From an optimization exercise on the open Yosys and OpenROAD flow, aimed at small area; shortcuts taken in it are not production practice.
Function was checked by simulation only, so behaviour that the tests miss may differ from the original.

==> flow/design.v <==
`timescale 1ns / 1ps
module gc_a21oi_1(input A1, input A2, input B1, output Y); assign Y = (~A1&~B1) | (~A2&~B1); endmodule
module gc_a31oi_1(input A1, input A2, input A3, input B1, output Y); assign Y = (~A1&~B1) | (~A2&~B1) | (~A3&~B1); endmodule
module gc_a32o_1(input A1, input A2, input A3, input B1, input B2, output X); assign X = (A1&A2&A3) | (B1&B2); endmodule
module gc_and2_1(input A, input B, output X); assign X = (A&B); endmodule
module gc_and3_1(input A, input B, input C, output X); assign X = (A&B&C); endmodule
module gc_inv_1(input A, output Y); assign Y = (~A); endmodule
module gc_nand2_1(input A, input B, output Y); assign Y = (~A) | (~B); endmodule
module gc_nand3_1(input A, input B, input C, output Y); assign Y = (~A) | (~B) | (~C); endmodule
module gc_nor2_1(input A, input B, output Y); assign Y = (~A&~B); endmodule
module gc_nor2b_1(input A, input B_N, output Y); assign Y = (~A&B_N); endmodule
module gc_nor3_1(input A, input B, input C, output Y); assign Y = (~A&~B&~C); endmodule
module gc_o21a_1(input A1, input A2, input B1, output X); assign X = (A1&B1) | (A2&B1); endmodule
module gc_o21ai_1(input A1, input A2, input B1, output Y); assign Y = (~A1&~A2) | (~B1); endmodule
module gc_o22a_1(input A1, input A2, input B1, input B2, output X); assign X = (A1&B1) | (A2&B1) | (A1&B2) | (A2&B2); endmodule
module gc_o31ai_1(input A1, input A2, input A3, input B1, output Y); assign Y = (~A1&~A2&~A3) | (~B1); endmodule
module gc_o32a_1(input A1, input A2, input A3, input B1, input B2, output X); assign X = (A1&B1) | (A1&B2) | (A2&B1) | (A3&B1) | (A2&B2) | (A3&B2); endmodule
module gc_o32ai_1(input A1, input A2, input A3, input B1, input B2, output Y); assign Y = (~A1&~A2&~A3) | (~B1&~B2); endmodule
module gc_or2_1(input A, input B, output X); assign X = (A) | (B); endmodule
`timescale 1ns / 1ps
module TimeClockCounter(
    input [6:0] r_presc,
    input [2:0] r_scan,
    input [3:0] r_ms1, r_ms10, r_ms100, r_sec1, r_min1, r_hour1,
    input [2:0] r_sec10, r_min10,
    input [1:0] r_hour10,
    input i_set,
    input [35:0] i_set_time,
    output [6:0] n_presc,
    output [2:0] n_scan,
    output [3:0] n_ms1, n_ms10, n_ms100, n_sec1, n_min1, n_hour1,
    output [2:0] n_sec10, n_min10,
    output [1:0] n_hour10
    );
    wire new_n122, new_n123, new_n124, new_n125, new_n126, new_n127, new_n128, new_n129, new_n130, new_n131, new_n132, new_n133, new_n134, new_n135, new_n136, new_n138, new_n139, new_n141, new_n142, new_n144, new_n146, new_n147, new_n149, new_n150, new_n151, new_n152, new_n154, new_n155, new_n156, new_n158, new_n159, new_n160, new_n162, new_n163, new_n165, new_n166, new_n167, new_n168, new_n170, new_n171, new_n172, new_n174, new_n175, new_n176, new_n178, new_n179, new_n181, new_n182, new_n183, new_n184, new_n186, new_n187, new_n188, new_n190, new_n191, new_n192, new_n194, new_n195, new_n197, new_n198, new_n199, new_n200, new_n202, new_n203, new_n204, new_n206, new_n207, new_n208, new_n210, new_n211, new_n212, new_n213, new_n214, new_n216, new_n217, new_n218, new_n219, new_n221, new_n222, new_n223, new_n225, new_n226, new_n227, new_n229, new_n230, new_n231, new_n232, new_n233, new_n235, new_n236, new_n237, new_n238, new_n240, new_n241, new_n242, new_n243, new_n244, new_n245, new_n247, new_n248, new_n250, new_n251, new_n253, new_n254, new_n255, new_n256, new_n258, new_n260, new_n261, new_n263, new_n264, new_n265, new_n266, new_n268, new_n270, new_n271, new_n273, new_n274;
    gc_inv_1 u0(.A(r_ms1[1]), .Y(new_n122));
    gc_inv_1 u1(.A(r_ms10[1]), .Y(new_n123));
    gc_inv_1 u2(.A(r_ms100[1]), .Y(new_n124));
    gc_inv_1 u3(.A(r_sec1[1]), .Y(new_n125));
    gc_inv_1 u4(.A(r_min1[1]), .Y(new_n126));
    gc_inv_1 u5(.A(r_hour1[1]), .Y(new_n127));
    gc_inv_1 u6(.A(r_sec10[2]), .Y(new_n128));
    gc_inv_1 u7(.A(r_min10[2]), .Y(new_n129));
    gc_inv_1 u8(.A(i_set), .Y(new_n130));
    gc_inv_1 u9(.A(i_set_time[31]), .Y(new_n131));
    gc_and2_1 u10(.A(r_presc[0]), .B(r_presc[6]), .X(new_n132));
    gc_nand3_1 u11(.A(r_presc[1]), .B(r_presc[5]), .C(new_n132), .Y(new_n133));
    gc_nor3_1 u12(.A(r_presc[2]), .B(r_presc[4]), .C(new_n133), .Y(new_n134));
    gc_inv_1 u13(.A(new_n134), .Y(new_n135));
    gc_nor2_1 u14(.A(r_presc[0]), .B(r_presc[6]), .Y(new_n136));
    gc_o21ai_1 u15(.A1(new_n132), .A2(new_n136), .B1(new_n135), .Y(n_presc[0]));
    gc_nor2b_1 u16(.A(new_n135), .B_N(r_scan[0]), .Y(new_n138));
    gc_nor2_1 u17(.A(r_scan[0]), .B(new_n134), .Y(new_n139));
    gc_nor2_1 u18(.A(new_n138), .B(new_n139), .Y(n_scan[0]));
    gc_and3_1 u19(.A(r_scan[0]), .B(new_n134), .C(r_scan[1]), .X(new_n141));
    gc_nor2_1 u20(.A(r_scan[1]), .B(new_n138), .Y(new_n142));
    gc_nor2_1 u21(.A(new_n141), .B(new_n142), .Y(n_scan[1]));
    gc_nor2_1 u22(.A(r_scan[2]), .B(new_n141), .Y(new_n144));
    gc_a21oi_1 u23(.A1(r_scan[2]), .A2(new_n141), .B1(new_n144), .Y(n_scan[2]));
    gc_nand2_1 u24(.A(r_ms1[0]), .B(new_n134), .Y(new_n146));
    gc_o21a_1 u25(.A1(r_ms1[0]), .A2(new_n134), .B1(new_n146), .X(new_n147));
    gc_o22a_1 u26(.A1(i_set), .A2(new_n147), .B1(new_n130), .B2(i_set_time[0]), .X(n_ms1[0]));
    gc_nand2_1 u27(.A(i_set), .B(i_set_time[1]), .Y(new_n149));
    gc_nor2_1 u28(.A(r_ms1[3]), .B(new_n146), .Y(new_n150));
    gc_nor2_1 u29(.A(new_n122), .B(new_n150), .Y(new_n151));
    gc_a21oi_1 u30(.A1(new_n122), .A2(new_n150), .B1(new_n151), .Y(new_n152));
    gc_o21ai_1 u31(.A1(i_set), .A2(new_n152), .B1(new_n149), .Y(n_ms1[1]));
    gc_nor2_1 u32(.A(new_n122), .B(new_n146), .Y(new_n154));
    gc_nor2_1 u33(.A(r_ms1[2]), .B(new_n154), .Y(new_n155));
    gc_a21oi_1 u34(.A1(r_ms1[2]), .A2(new_n154), .B1(new_n155), .Y(new_n156));
    gc_o22a_1 u35(.A1(i_set), .A2(new_n156), .B1(new_n130), .B2(i_set_time[2]), .X(n_ms1[2]));
    gc_a21oi_1 u36(.A1(r_ms1[2]), .A2(new_n154), .B1(r_ms1[3]), .Y(new_n158));
    gc_and3_1 u37(.A(r_ms1[0]), .B(new_n134), .C(r_ms1[3]), .X(new_n159));
    gc_nand2_1 u38(.A(i_set), .B(i_set_time[3]), .Y(new_n160));
    gc_o31ai_1 u39(.A1(i_set), .A2(new_n159), .A3(new_n158), .B1(new_n160), .Y(n_ms1[3]));
    gc_nand2_1 u40(.A(r_ms10[0]), .B(new_n159), .Y(new_n162));
    gc_o21a_1 u41(.A1(r_ms10[0]), .A2(new_n159), .B1(new_n162), .X(new_n163));
    gc_o22a_1 u42(.A1(i_set), .A2(new_n163), .B1(new_n130), .B2(i_set_time[4]), .X(n_ms10[0]));
    gc_nand2_1 u43(.A(i_set), .B(i_set_time[5]), .Y(new_n165));
    gc_nor2_1 u44(.A(r_ms10[3]), .B(new_n162), .Y(new_n166));
    gc_nor2_1 u45(.A(new_n123), .B(new_n166), .Y(new_n167));
    gc_a21oi_1 u46(.A1(new_n123), .A2(new_n166), .B1(new_n167), .Y(new_n168));
    gc_o21ai_1 u47(.A1(i_set), .A2(new_n168), .B1(new_n165), .Y(n_ms10[1]));
    gc_nor2_1 u48(.A(new_n123), .B(new_n162), .Y(new_n170));
    gc_nor2_1 u49(.A(r_ms10[2]), .B(new_n170), .Y(new_n171));
    gc_a21oi_1 u50(.A1(r_ms10[2]), .A2(new_n170), .B1(new_n171), .Y(new_n172));
    gc_o22a_1 u51(.A1(i_set), .A2(new_n172), .B1(new_n130), .B2(i_set_time[6]), .X(n_ms10[2]));
    gc_nand2_1 u52(.A(i_set), .B(i_set_time[7]), .Y(new_n174));
    gc_a21oi_1 u53(.A1(r_ms10[2]), .A2(new_n170), .B1(r_ms10[3]), .Y(new_n175));
    gc_nor2b_1 u54(.A(new_n162), .B_N(r_ms10[3]), .Y(new_n176));
    gc_o31ai_1 u55(.A1(i_set), .A2(new_n176), .A3(new_n175), .B1(new_n174), .Y(n_ms10[3]));
    gc_nand2_1 u56(.A(r_ms100[0]), .B(new_n176), .Y(new_n178));
    gc_o21a_1 u57(.A1(r_ms100[0]), .A2(new_n176), .B1(new_n178), .X(new_n179));
    gc_o22a_1 u58(.A1(i_set), .A2(new_n179), .B1(new_n130), .B2(i_set_time[8]), .X(n_ms100[0]));
    gc_nand2_1 u59(.A(i_set), .B(i_set_time[9]), .Y(new_n181));
    gc_nor2_1 u60(.A(r_ms100[3]), .B(new_n178), .Y(new_n182));
    gc_nor2_1 u61(.A(new_n124), .B(new_n182), .Y(new_n183));
    gc_a21oi_1 u62(.A1(new_n124), .A2(new_n182), .B1(new_n183), .Y(new_n184));
    gc_o21ai_1 u63(.A1(i_set), .A2(new_n184), .B1(new_n181), .Y(n_ms100[1]));
    gc_nor2_1 u64(.A(new_n124), .B(new_n178), .Y(new_n186));
    gc_nor2_1 u65(.A(r_ms100[2]), .B(new_n186), .Y(new_n187));
    gc_a21oi_1 u66(.A1(r_ms100[2]), .A2(new_n186), .B1(new_n187), .Y(new_n188));
    gc_o22a_1 u67(.A1(i_set), .A2(new_n188), .B1(new_n130), .B2(i_set_time[10]), .X(n_ms100[2]));
    gc_nand2_1 u68(.A(i_set), .B(i_set_time[11]), .Y(new_n190));
    gc_a21oi_1 u69(.A1(r_ms100[2]), .A2(new_n186), .B1(r_ms100[3]), .Y(new_n191));
    gc_nor2b_1 u70(.A(new_n178), .B_N(r_ms100[3]), .Y(new_n192));
    gc_o31ai_1 u71(.A1(i_set), .A2(new_n192), .A3(new_n191), .B1(new_n190), .Y(n_ms100[3]));
    gc_nand2_1 u72(.A(r_sec1[0]), .B(new_n192), .Y(new_n194));
    gc_o21a_1 u73(.A1(r_sec1[0]), .A2(new_n192), .B1(new_n194), .X(new_n195));
    gc_o22a_1 u74(.A1(i_set), .A2(new_n195), .B1(new_n130), .B2(i_set_time[12]), .X(n_sec1[0]));
    gc_nand2_1 u75(.A(i_set), .B(i_set_time[13]), .Y(new_n197));
    gc_nor2_1 u76(.A(r_sec1[3]), .B(new_n194), .Y(new_n198));
    gc_nor2_1 u77(.A(new_n125), .B(new_n198), .Y(new_n199));
    gc_a21oi_1 u78(.A1(new_n125), .A2(new_n198), .B1(new_n199), .Y(new_n200));
    gc_o21ai_1 u79(.A1(i_set), .A2(new_n200), .B1(new_n197), .Y(n_sec1[1]));
    gc_nor2_1 u80(.A(new_n125), .B(new_n194), .Y(new_n202));
    gc_nor2_1 u81(.A(r_sec1[2]), .B(new_n202), .Y(new_n203));
    gc_a21oi_1 u82(.A1(r_sec1[2]), .A2(new_n202), .B1(new_n203), .Y(new_n204));
    gc_o22a_1 u83(.A1(i_set), .A2(new_n204), .B1(new_n130), .B2(i_set_time[14]), .X(n_sec1[2]));
    gc_nand2_1 u84(.A(i_set), .B(i_set_time[15]), .Y(new_n206));
    gc_a21oi_1 u85(.A1(r_sec1[2]), .A2(new_n202), .B1(r_sec1[3]), .Y(new_n207));
    gc_nor2b_1 u86(.A(new_n194), .B_N(r_sec1[3]), .Y(new_n208));
    gc_o31ai_1 u87(.A1(i_set), .A2(new_n208), .A3(new_n207), .B1(new_n206), .Y(n_sec1[3]));
    gc_nand2_1 u88(.A(r_sec10[0]), .B(new_n208), .Y(new_n210));
    gc_inv_1 u89(.A(new_n210), .Y(new_n211));
    gc_nor2_1 u90(.A(new_n128), .B(new_n210), .Y(new_n212));
    gc_nand2_1 u91(.A(r_min1[0]), .B(new_n212), .Y(new_n213));
    gc_o21a_1 u92(.A1(r_min1[0]), .A2(new_n212), .B1(new_n213), .X(new_n214));
    gc_o22a_1 u93(.A1(i_set), .A2(new_n214), .B1(new_n130), .B2(i_set_time[20]), .X(n_min1[0]));
    gc_nand2_1 u94(.A(i_set), .B(i_set_time[21]), .Y(new_n216));
    gc_nor2_1 u95(.A(r_min1[3]), .B(new_n213), .Y(new_n217));
    gc_nor2_1 u96(.A(new_n126), .B(new_n217), .Y(new_n218));
    gc_a21oi_1 u97(.A1(new_n126), .A2(new_n217), .B1(new_n218), .Y(new_n219));
    gc_o21ai_1 u98(.A1(i_set), .A2(new_n219), .B1(new_n216), .Y(n_min1[1]));
    gc_nor2_1 u99(.A(new_n126), .B(new_n213), .Y(new_n221));
    gc_nor2_1 u100(.A(r_min1[2]), .B(new_n221), .Y(new_n222));
    gc_a21oi_1 u101(.A1(r_min1[2]), .A2(new_n221), .B1(new_n222), .Y(new_n223));
    gc_o22a_1 u102(.A1(i_set), .A2(new_n223), .B1(new_n130), .B2(i_set_time[22]), .X(n_min1[2]));
    gc_nand2_1 u103(.A(i_set), .B(i_set_time[23]), .Y(new_n225));
    gc_a21oi_1 u104(.A1(r_min1[2]), .A2(new_n221), .B1(r_min1[3]), .Y(new_n226));
    gc_nor2b_1 u105(.A(new_n213), .B_N(r_min1[3]), .Y(new_n227));
    gc_o31ai_1 u106(.A1(i_set), .A2(new_n227), .A3(new_n226), .B1(new_n225), .Y(n_min1[3]));
    gc_nand2_1 u107(.A(r_min10[0]), .B(new_n227), .Y(new_n229));
    gc_inv_1 u108(.A(new_n229), .Y(new_n230));
    gc_nor2_1 u109(.A(new_n129), .B(new_n229), .Y(new_n231));
    gc_nand2_1 u110(.A(r_hour1[0]), .B(new_n231), .Y(new_n232));
    gc_o21a_1 u111(.A1(r_hour1[0]), .A2(new_n231), .B1(new_n232), .X(new_n233));
    gc_o22a_1 u112(.A1(i_set), .A2(new_n233), .B1(new_n130), .B2(i_set_time[28]), .X(n_hour1[0]));
    gc_nand2_1 u113(.A(i_set), .B(i_set_time[29]), .Y(new_n235));
    gc_nor2_1 u114(.A(r_hour1[3]), .B(new_n232), .Y(new_n236));
    gc_nor2_1 u115(.A(new_n127), .B(new_n236), .Y(new_n237));
    gc_a21oi_1 u116(.A1(new_n127), .A2(new_n236), .B1(new_n237), .Y(new_n238));
    gc_o21ai_1 u117(.A1(i_set), .A2(new_n238), .B1(new_n235), .Y(n_hour1[1]));
    gc_nand2_1 u118(.A(i_set), .B(i_set_time[30]), .Y(new_n240));
    gc_nor2_1 u119(.A(new_n127), .B(new_n232), .Y(new_n241));
    gc_inv_1 u120(.A(new_n241), .Y(new_n242));
    gc_nor2_1 u121(.A(r_hour10[1]), .B(new_n242), .Y(new_n243));
    gc_nand2_1 u122(.A(r_hour1[2]), .B(new_n243), .Y(new_n244));
    gc_o21ai_1 u123(.A1(r_hour1[2]), .A2(new_n243), .B1(new_n244), .Y(new_n245));
    gc_o21ai_1 u124(.A1(i_set), .A2(new_n245), .B1(new_n240), .Y(n_hour1[2]));
    gc_a21oi_1 u125(.A1(r_hour1[2]), .A2(new_n241), .B1(r_hour1[3]), .Y(new_n247));
    gc_nor2b_1 u126(.A(new_n232), .B_N(r_hour1[3]), .Y(new_n248));
    gc_o32ai_1 u127(.A1(i_set), .A2(new_n248), .A3(new_n247), .B1(new_n130), .B2(new_n131), .Y(n_hour1[3]));
    gc_nor2_1 u128(.A(r_sec10[0]), .B(new_n208), .Y(new_n250));
    gc_nand2_1 u129(.A(i_set), .B(i_set_time[16]), .Y(new_n251));
    gc_o31ai_1 u130(.A1(new_n211), .A2(new_n250), .A3(i_set), .B1(new_n251), .Y(n_sec10[0]));
    gc_nand2_1 u131(.A(i_set), .B(i_set_time[17]), .Y(new_n253));
    gc_a21oi_1 u132(.A1(new_n128), .A2(new_n211), .B1(r_sec10[1]), .Y(new_n254));
    gc_a31oi_1 u133(.A1(new_n128), .A2(new_n211), .A3(r_sec10[1]), .B1(i_set), .Y(new_n255));
    gc_inv_1 u134(.A(new_n255), .Y(new_n256));
    gc_o21ai_1 u135(.A1(new_n254), .A2(new_n256), .B1(new_n253), .Y(n_sec10[1]));
    gc_o21ai_1 u136(.A1(new_n128), .A2(new_n211), .B1(new_n255), .Y(new_n258));
    gc_o21a_1 u137(.A1(new_n130), .A2(i_set_time[18]), .B1(new_n258), .X(n_sec10[2]));
    gc_nor2_1 u138(.A(r_min10[0]), .B(new_n227), .Y(new_n260));
    gc_nand2_1 u139(.A(i_set), .B(i_set_time[24]), .Y(new_n261));
    gc_o31ai_1 u140(.A1(new_n230), .A2(new_n260), .A3(i_set), .B1(new_n261), .Y(n_min10[0]));
    gc_nand2_1 u141(.A(i_set), .B(i_set_time[25]), .Y(new_n263));
    gc_a21oi_1 u142(.A1(new_n129), .A2(new_n230), .B1(r_min10[1]), .Y(new_n264));
    gc_a31oi_1 u143(.A1(new_n129), .A2(new_n230), .A3(r_min10[1]), .B1(i_set), .Y(new_n265));
    gc_inv_1 u144(.A(new_n265), .Y(new_n266));
    gc_o21ai_1 u145(.A1(new_n264), .A2(new_n266), .B1(new_n263), .Y(n_min10[1]));
    gc_o21ai_1 u146(.A1(new_n129), .A2(new_n230), .B1(new_n265), .Y(new_n268));
    gc_o21a_1 u147(.A1(new_n130), .A2(i_set_time[26]), .B1(new_n268), .X(n_min10[2]));
    gc_or2_1 u148(.A(r_hour10[0]), .B(new_n248), .X(new_n270));
    gc_nand2_1 u149(.A(r_hour10[0]), .B(new_n248), .Y(new_n271));
    gc_a32o_1 u150(.A1(new_n270), .A2(new_n271), .A3(new_n130), .B1(i_set), .B2(i_set_time[32]), .X(n_hour10[0]));
    gc_nor2_1 u151(.A(r_hour10[1]), .B(new_n271), .Y(new_n273));
    gc_and3_1 u152(.A(r_hour10[1]), .B(new_n242), .C(new_n271), .X(new_n274));
    gc_o32a_1 u153(.A1(i_set), .A2(new_n274), .A3(new_n273), .B1(new_n130), .B2(i_set_time[33]), .X(n_hour10[1]));
    assign n_presc[1] = r_presc[0];
    assign n_presc[2] = r_presc[1];
    assign n_presc[3] = r_presc[2];
    assign n_presc[4] = r_presc[3];
    assign n_presc[5] = r_presc[4];
    assign n_presc[6] = r_presc[5];
endmodule
`timescale 1ns / 1ps
module g_inv(input a, output y); assign y = ~a; endmodule
module g_nand2(input a, b, output y); assign y = ~(a & b); endmodule
module g_nand3(input a, b, c, output y); assign y = ~(a & b & c); endmodule
module g_nor2(input a, b, output y); assign y = ~(a | b); endmodule
module g_nor3(input a, b, c, output y); assign y = ~(a | b | c); endmodule
module g_or2(input a, b, output y); assign y = a | b; endmodule
module g_and2(input a, b, output y); assign y = a & b; endmodule
module g_and3(input a, b, c, output y); assign y = a & b & c; endmodule
module g_a21o(input a1, a2, b, output y); assign y = (a1 & a2) | b; endmodule
module g_a21oi(input a1, a2, b, output y); assign y = ~((a1 & a2) | b); endmodule
module g_o21ai(input a1, a2, b, output y); assign y = ~((a1 | a2) & b); endmodule
module g_o2111ai(input a1, a2, b, c, d, output y); assign y = ~((a1 | a2) & b & c & d); endmodule
module g_a22oi(input a1, a2, b1, b2, output y); assign y = ~((a1 & a2) | (b1 & b2)); endmodule
module g_a222oi(input a1, a2, b1, b2, c1, c2, output y); assign y = ~((a1 & a2) | (b1 & b2) | (c1 & c2)); endmodule
module g_nand3b(input an, b, c, output y); assign y = ~(~an & b & c); endmodule
`timescale 1ns / 1ps
module BCDtoFND_Decoder(
    input i_mode_SW, input i_en, input i_enTriBuff, input [2:0] r_scan,
    input [3:0] w_ms100, w_ms10, w_sec1, w_min1, w_hour1,
    input [2:0] w_sec10, w_min10,
    input [1:0] w_hour10,
    output [3:0] o_digitPosition,
    output [7:0] o_fndfont);
    wire S2 = r_scan[2], S1 = r_scan[1], S0 = r_scan[0], m = i_mode_SW;
    wire nS1, nS0, nm, noff;
    g_inv u_i1(S1, nS1);
    g_inv u_i0(S0, nS0);
    g_inv u_im(m, nm);
    g_nor2  u_noff(i_en, i_enTriBuff, noff);
    g_nand3 u_p0(noff, nS1, nS0, o_digitPosition[0]);
    g_nand3 u_p1(noff, nS1, S0,  o_digitPosition[1]);
    g_nand3 u_p2(noff, S1,  nS0, o_digitPosition[2]);
    g_nand3 u_p3(noff, S1,  S0,  o_digitPosition[3]);
    wire [7:0] s;
    g_nor3 u_s0(S1,  S0,  m,  s[0]);
    g_nor3 u_s1(S1,  nS0, m,  s[1]);
    g_nor3 u_s2(nS1, S0,  m,  s[2]);
    g_nor3 u_s3(nS1, nS0, m,  s[3]);
    g_nor3 u_s4(S1,  S0,  nm, s[4]);
    g_nor3 u_s5(S1,  nS0, nm, s[5]);
    g_nor3 u_s6(nS1, S0,  nm, s[6]);
    g_nor3 u_s7(nS1, nS0, nm, s[7]);
    wire [3:0] v;
    wire k0a, k0b, k0c, k1a, k1b, k1c, k2a, k2b, k2c, k3a, k3b;
    g_a222oi u_k0a(s[0], w_ms10[0], s[1], w_ms100[0], s[2], w_sec1[0], k0a);
    g_a222oi u_k0b(s[3], w_sec10[0], s[4], w_min1[0], s[5], w_min10[0], k0b);
    g_a22oi  u_k0c(s[6], w_hour1[0], s[7], w_hour10[0], k0c);
    g_nand3  u_v0(k0a, k0b, k0c, v[0]);
    g_a222oi u_k1a(s[0], w_ms10[1], s[1], w_ms100[1], s[2], w_sec1[1], k1a);
    g_a222oi u_k1b(s[3], w_sec10[1], s[4], w_min1[1], s[5], w_min10[1], k1b);
    g_a22oi  u_k1c(s[6], w_hour1[1], s[7], w_hour10[1], k1c);
    g_nand3  u_v1(k1a, k1b, k1c, v[1]);
    g_a222oi u_k2a(s[0], w_ms10[2], s[1], w_ms100[2], s[2], w_sec1[2], k2a);
    g_a222oi u_k2b(s[3], w_sec10[2], s[4], w_min1[2], s[5], w_min10[2], k2b);
    g_nand2  u_k2c(s[6], w_hour1[2], k2c);
    g_nand3  u_v2(k2a, k2b, k2c, v[2]);
    g_a222oi u_k3a(s[0], w_ms10[3], s[1], w_ms100[3], s[2], w_sec1[3], k3a);
    g_a22oi  u_k3b(s[4], w_min1[3], s[6], w_hour1[3], k3b);
    g_nand2  u_v3(k3a, k3b, v[3]);
    wire nx, x;
    g_nor2 u_nx(i_en, S2, nx);
    g_inv  u_x(nx, x);
    wire n14, n15, n16, n17, n18, n20, n23, n25, n27, n28;
    g_inv     u_n14(v[3], n14);
    g_o21ai   u_n15(v[1], v[0], v[2], n15);
    g_inv     u_n16(v[2], n16);
    g_nand2   u_n17(n16, v[1], n17);
    g_o2111ai u_n18(v[2], v[0], n14, n15, n17, n18);
    g_nand2   u_o0(n18, nx, o_fndfont[0]);
    g_and2    u_n20(v[1], v[0], n20);
    g_o21ai   u_o1(n15, n20, nx, o_fndfont[1]);
    g_o21ai   u_o2(v[0], n17, nx, o_fndfont[2]);
    g_a21oi   u_n23(n20, v[2], x, n23);
    g_nand2   u_o3(n23, n18, o_fndfont[3]);
    g_nor2    u_n25(x, v[0], n25);
    g_o21ai   u_o4(v[1], n16, n25, o_fndfont[4]);
    g_nor2    u_n27(v[1], v[0], n27);
    g_nand2   u_n28(n14, n16, n28);
    g_o21ai   u_o5(n27, n28, n23, o_fndfont[5]);
    g_o21ai   u_o6(v[1], n28, n23, o_fndfont[6]);
    wire q6, b10, ge;
    g_and3  u_q6(S2, S1, nS0, q6);
    g_or2   u_b10(w_ms100[1], w_ms100[0], b10);
    g_a21o  u_ge(w_ms100[2], b10, w_ms100[3], ge);
    g_nand3b u_dp(i_en, q6, ge, o_fndfont[7]);
endmodule
`timescale 1ns / 1ps
module top_TimeClock(
    input i_clk,
    input i_reset,
    input i_mode_SW,
    input i_en,
    input i_enTriBuff,
    input i_set,
    input [35:0] i_set_time,
    output [3:0] o_digitPosition,
    output [7:0] o_fndfont
    );
    reg [6:0] r_presc;
    reg [2:0] r_scan;
    reg [3:0] r_ms1, r_ms10, r_ms100, r_sec1, r_min1, r_hour1;
    reg [2:0] r_sec10, r_min10;
    reg [1:0] r_hour10;
    wire [6:0] n_presc;
    wire [2:0] n_scan;
    wire [3:0] n_ms1, n_ms10, n_ms100, n_sec1, n_min1, n_hour1;
    wire [2:0] n_sec10, n_min10;
    wire [1:0] n_hour10;
    TimeClockCounter next_state(
        .r_presc(r_presc), .r_scan(r_scan),
        .r_ms1(r_ms1), .r_ms10(r_ms10), .r_ms100(r_ms100), .r_sec1(r_sec1),
        .r_min1(r_min1), .r_hour1(r_hour1), .r_sec10(r_sec10), .r_min10(r_min10),
        .r_hour10(r_hour10),
        .i_set(i_set), .i_set_time(i_set_time),
        .n_presc(n_presc), .n_scan(n_scan),
        .n_ms1(n_ms1), .n_ms10(n_ms10), .n_ms100(n_ms100), .n_sec1(n_sec1),
        .n_min1(n_min1), .n_hour1(n_hour1), .n_sec10(n_sec10), .n_min10(n_min10),
        .n_hour10(n_hour10)
    );
    always @(posedge i_clk or posedge i_reset) begin
        if(i_reset) begin
            r_presc  <= 7'b0001100;
            r_scan   <= 0;
            r_ms1    <= 0;
            r_ms10   <= 0;
            r_ms100  <= 0;
            r_sec1   <= 0;
            r_sec10  <= 0;
            r_min1   <= 0;
            r_min10  <= 0;
            r_hour1  <= 0;
            r_hour10 <= 0;
        end
        else begin
            r_presc  <= n_presc;
            r_scan   <= n_scan;
            r_ms1    <= n_ms1;
            r_ms10   <= n_ms10;
            r_ms100  <= n_ms100;
            r_sec1   <= n_sec1;
            r_sec10  <= n_sec10;
            r_min1   <= n_min1;
            r_min10  <= n_min10;
            r_hour1  <= n_hour1;
            r_hour10 <= n_hour10;
        end
    end
    BCDtoFND_Decoder display(
        .i_mode_SW(i_mode_SW),
        .i_en(i_en),
        .i_enTriBuff(i_enTriBuff),
        .r_scan(r_scan),
        .w_ms100(r_ms100),
        .w_ms10(r_ms10),
        .w_sec1(r_sec1),
        .w_min1(r_min1),
        .w_hour1(r_hour1),
        .w_sec10(r_sec10),
        .w_min10(r_min10),
        .w_hour10(r_hour10),
        .o_digitPosition(o_digitPosition),
        .o_fndfont(o_fndfont)
    );
endmodule
==> flow/flow/run.sh <==
#!/bin/bash
# The standard layout with: cells downsized to their smallest drive
# strength after synthesis, single-size port buffers (buf_1), clkbuf_4 clock
# buffers and no CTS dummy loads. make's output goes to standard.log, each
# ORFS step's own log to orfs/logs/.
F=$(pwd)/flow
bash standard.sh \
  POST_SYNTH_TCL=$F/downsize.tcl \
  BUFFER_PORTS_ARGS="-buffer_cell sky130_fd_sc_hd__buf_1" \
  CTS_ARGS="-sink_clustering_enable -repair_clock_nets -dont_use_dummy_load -buf_list sky130_fd_sc_hd__clkbuf_4 -sink_clustering_max_diameter 20" \
  finish > standard.log 2>&1
==> flow/flow/downsize.tcl <==
set block [ord::get_db_block]
set db [ord::get_db]
set dont_use [split $::env(DONT_USE_CELLS)]
set n 0
foreach inst [$block getInsts] {
  set m [$inst getMaster]
  set name [$m getName]
  if {![regexp {^(sky130_fd_sc_hd__[a-z0-9]+)_([0-9]+)$} $name -> base strength]} { continue }
  set best $m
  set best_area [expr {[$m getWidth] * [$m getHeight]}]
  foreach lib [$db getLibs] {
    foreach c [$lib getMasters] {
      set cn [$c getName]
      if {![regexp "^${base}_(\[0-9\]+)\$" $cn]} { continue }
      if {[lsearch -exact $dont_use $cn] >= 0} { continue }
      set a [expr {[$c getWidth] * [$c getHeight]}]
      if {$a < $best_area} {
        set best $c
        set best_area $a
      }
    }
  }
  if {$best ne $m} {
    $inst swapMaster $best
    incr n
  }
}
puts "downsize: swapped $n instances"
==> flow/standard.sh <==
#!/bin/bash
# synth_recipe.tcl (not shown) runs the flow's synth.tcl, then flattens the netlist and writes it again
# the make line also repeats each setting of config.mk as NAME=value (left out here)
make -C /OpenROAD-flow-scripts/flow DESIGN_CONFIG=/design/flow/config.mk WORK_HOME=/design/flow/orfs CLKGATE_MAP_FILE= SYNTH_SCRIPT=/design/flow/synth_recipe.tcl "${@:-finish}"
==> flow/config.mk <==
export PLATFORM = sky130hd
export DESIGN_NAME = top_TimeClock
export DESIGN_NICKNAME = top_TimeClock
export VERILOG_FILES = /design/flow/design.v
export SDC_FILE = /design/flow/constraint.sdc
export NUM_CORES = 4
export LEC_CHECK = 0
export CAP_MARGIN = 20
export CORE_AREA = 2.3 2.72 57.5 59.84
export DIE_AREA = 0 0 59.8 62.56
export SLEW_MARGIN = 20
export SYNTH_HIERARCHICAL = 1
==> flow/constraint.sdc <==
create_clock -name core_clock -period 10.0 [get_ports {i_clk}]
set_input_delay 2.0000 -clock core_clock [delete_from_list [all_inputs] [get_ports {i_clk}]]
set_output_delay 2.0000 -clock core_clock [all_outputs]
set_load 0.01 [all_outputs]
==> results.ini <==
[sta]
hold_ws_ps = 381
hold_violations = 0
fmax_ghz = 0.178
final.setup.tns_ps = 0
min_period_ps = 5630
rsz0062_at_grt = false
max_slew_margin_pct = 38.8
skew_ps = 20.5
setup_violations = 0
fin_ws_ps = 4370
slew_violations = 0
worst_slew_pin_slew_ps = 918
finalCritPeriodShare_pct = 56.3

[global_route]
grtUsageMet2_pct = 42.0
grt_remaining_overflow = 0
grtUsageTotal_pct = 27.9
grt_max_degree = 48
grt_pass1_vias = 1856
antenna_found_initial = 0
grt_pass1_wl_um = 7860
grt_use_met1_pct = 38.9
busiest_layer = met2
grt_use_met3_pct = 7.45

[clocking]
clk_latency_ps = 360
cts_sinks = 42
cts-resized-gates = 0
cts_tree = done
clockRootBuffer = clkbuf_4
cts_hold_buf = 0
htree_levels = 2
cts.path.max_buffers = 2
numCtsBuffers = 5
postCtsSetupBuffers = 0
clk_pin_slew_ps = 100

[placed_design]
placed_cell_area_mm2 = 0.00238
preCtsSetupSlack_ps = 4380
dp_cells = 335
portBuffers = 49
dp_hpwl_um = 3290
gp_congestion = 0.842

[setup_path]
crit_fanout = 6
required_ps = 8000
start_kind = input port
critical_path_class = input port to output pin
cp-end-kind = output pin
arrival_ps = 3630

[layout]
n_fill_cell = 252
antenna_cells = 0
final_util_pct = 76.7
drive_gt1_share_pct = 2.94
multiInputGateArea_mm2 = 0.00101
seq_area_mm2 = 0.00105
areaGrowthSynthToFinish_pct = 11.5
nNetsFinal = 350
final_area_mm2 = 0.00242
stdcell_count = 340

[floorplanning]
die_h_um = 62.6
core_area_mm2 = 0.00315
initial_core_util_pct = 68.8
io-pin-count = 54
rows = 21
die_area_mm2 = 0.00374
die_w_um = 59.8

[synthesis]
synth.net_count = 299
syn_inst = 257
syn_area_mm2 = 0.00217
synth.avg_cell_area_um2 = 8.44
yosysWarningCount = 7

[run]
drv_cap = 0

[route]
wl_per_cell_um = 13.4
wl_um = 4570
drtIter0Drc = 275
ant_nets = 0
vias = 1981
viasPerCell = 5.83
drc = 0
first_pass_iters = 6

[power]
power_frac_comb_pct = 16.3
switching_share_pct = 28.0
cellInternalPower_mw = 0.227
p_seq_share_pct = 60.8
ir_worst_vdd_v = 0.000107
finalPower_mw = 0.315
power_density_mw_per_mm2 = 130
power.share.clock_pct = 22.9
p_leak_nw = 1.04
switchingPower_mw = 0.0884

[run_status]
outcome = finished clean

[hold_path]
worstHoldPathType = flop to flop

[layout by cell type, fill, tap and decap left out, drive strengths merged]
cell type,count
o31ai,7
and3,4
buf,49
o32a,1
clkbuf,6
inv,23
a222oi,7
nand2,32
a21oi,21
nand3b,1
o21ai,19
o32ai,1
dfrtp,40
or2,2
a31oi,2
dfstp,2
o22a,11
a22oi,3
nor2,39
a21o,1
and2,2
o21a,8
nor2b,6
nand3,8
o2111ai,1
a32o,1
nor3,9
[power groups by stage]
stage               clock network (mW)  logic [mW]  registers [mW]
global placement                     0      0.0498           0.194
global route                    0.0819      0.0587           0.194
finish                          0.0723      0.0515           0.192
CTS                             0.0746      0.0515           0.191
floorplan                            0      0.0350           0.192
detailed placement                   0      0.0514           0.195
[per-layer routing]
layer,wire length (µm),vias up,share of wire (%)
li1,-,1014,-
met3,316,6,6.9
met4,58,0,1.3
met1,2170,886,48
met2,2020,75,44
met5,0,-,0
[registers in the layout, indices dropped and copies added, names as in the netlist, 4 cells and up]
register / count
r_presc: 7
r_min1: 4
r_ms100: 4
r_ms1: 4
r_sec1: 4
r_hour1: 4
r_ms10: 4
[worst paths after layout]
check                            from      endpoint  slack, ps  cells past startpoint
setup / recovery            i_mode_SW  o_fndfont[6]       4370                      8
hold / removal             r_presc[2]    r_presc[3]        380                      0
setup reg to reg           r_presc[0]   r_hour10[1]       5520                     21
hold reg to reg            r_presc[2]    r_presc[3]        380                      0
max in group asynchronous     i_reset    r_presc[3]       7890                      3
min in group asynchronous     i_reset   r_hour10[1]       1730                      3
[area by class of cell]
type                       count  area share [%]
timing repair buffer          50            7.97
sequential                    42            43.6
tap                           34            1.76
clock buffer                   5            1.55
multi-input combinational    186            41.6
inverter                      23            3.57
[critical path: stages]
cell and delay, ps:
buf_1 170, nor3_1 120, a222oi_1 390, nand3_1 260, and2_1 230, a21oi_1 220
o21ai_1 110, buf_1 140

re-timing with driven ports:
The flow's constraints put no driver on any port. The routed layout listed below was extracted and timed again, unchanged, in two steps.
Step 1 assumes that a clkbuf_16 drives the clock port and a buf_2 every other input.
Step 2 also shifts input and output timing later by t, the mid clock arrival at the registers, as if the neighbouring blocks saw the same clock.
Three values: no drivers, after step 1, after step 2; two values: the first two.
t (ns): 0.372
setup WS [ns]: 4.367 / 4.332 / 4.332
worst slew at a driven data input, ns: 0.04
pins driven straight from the clock port: 1
After both steps setup and hold are still met in this run. For this run, drivers alone change the setup slack by -0.035 ns; drivers and shift together by -0.035 ns.
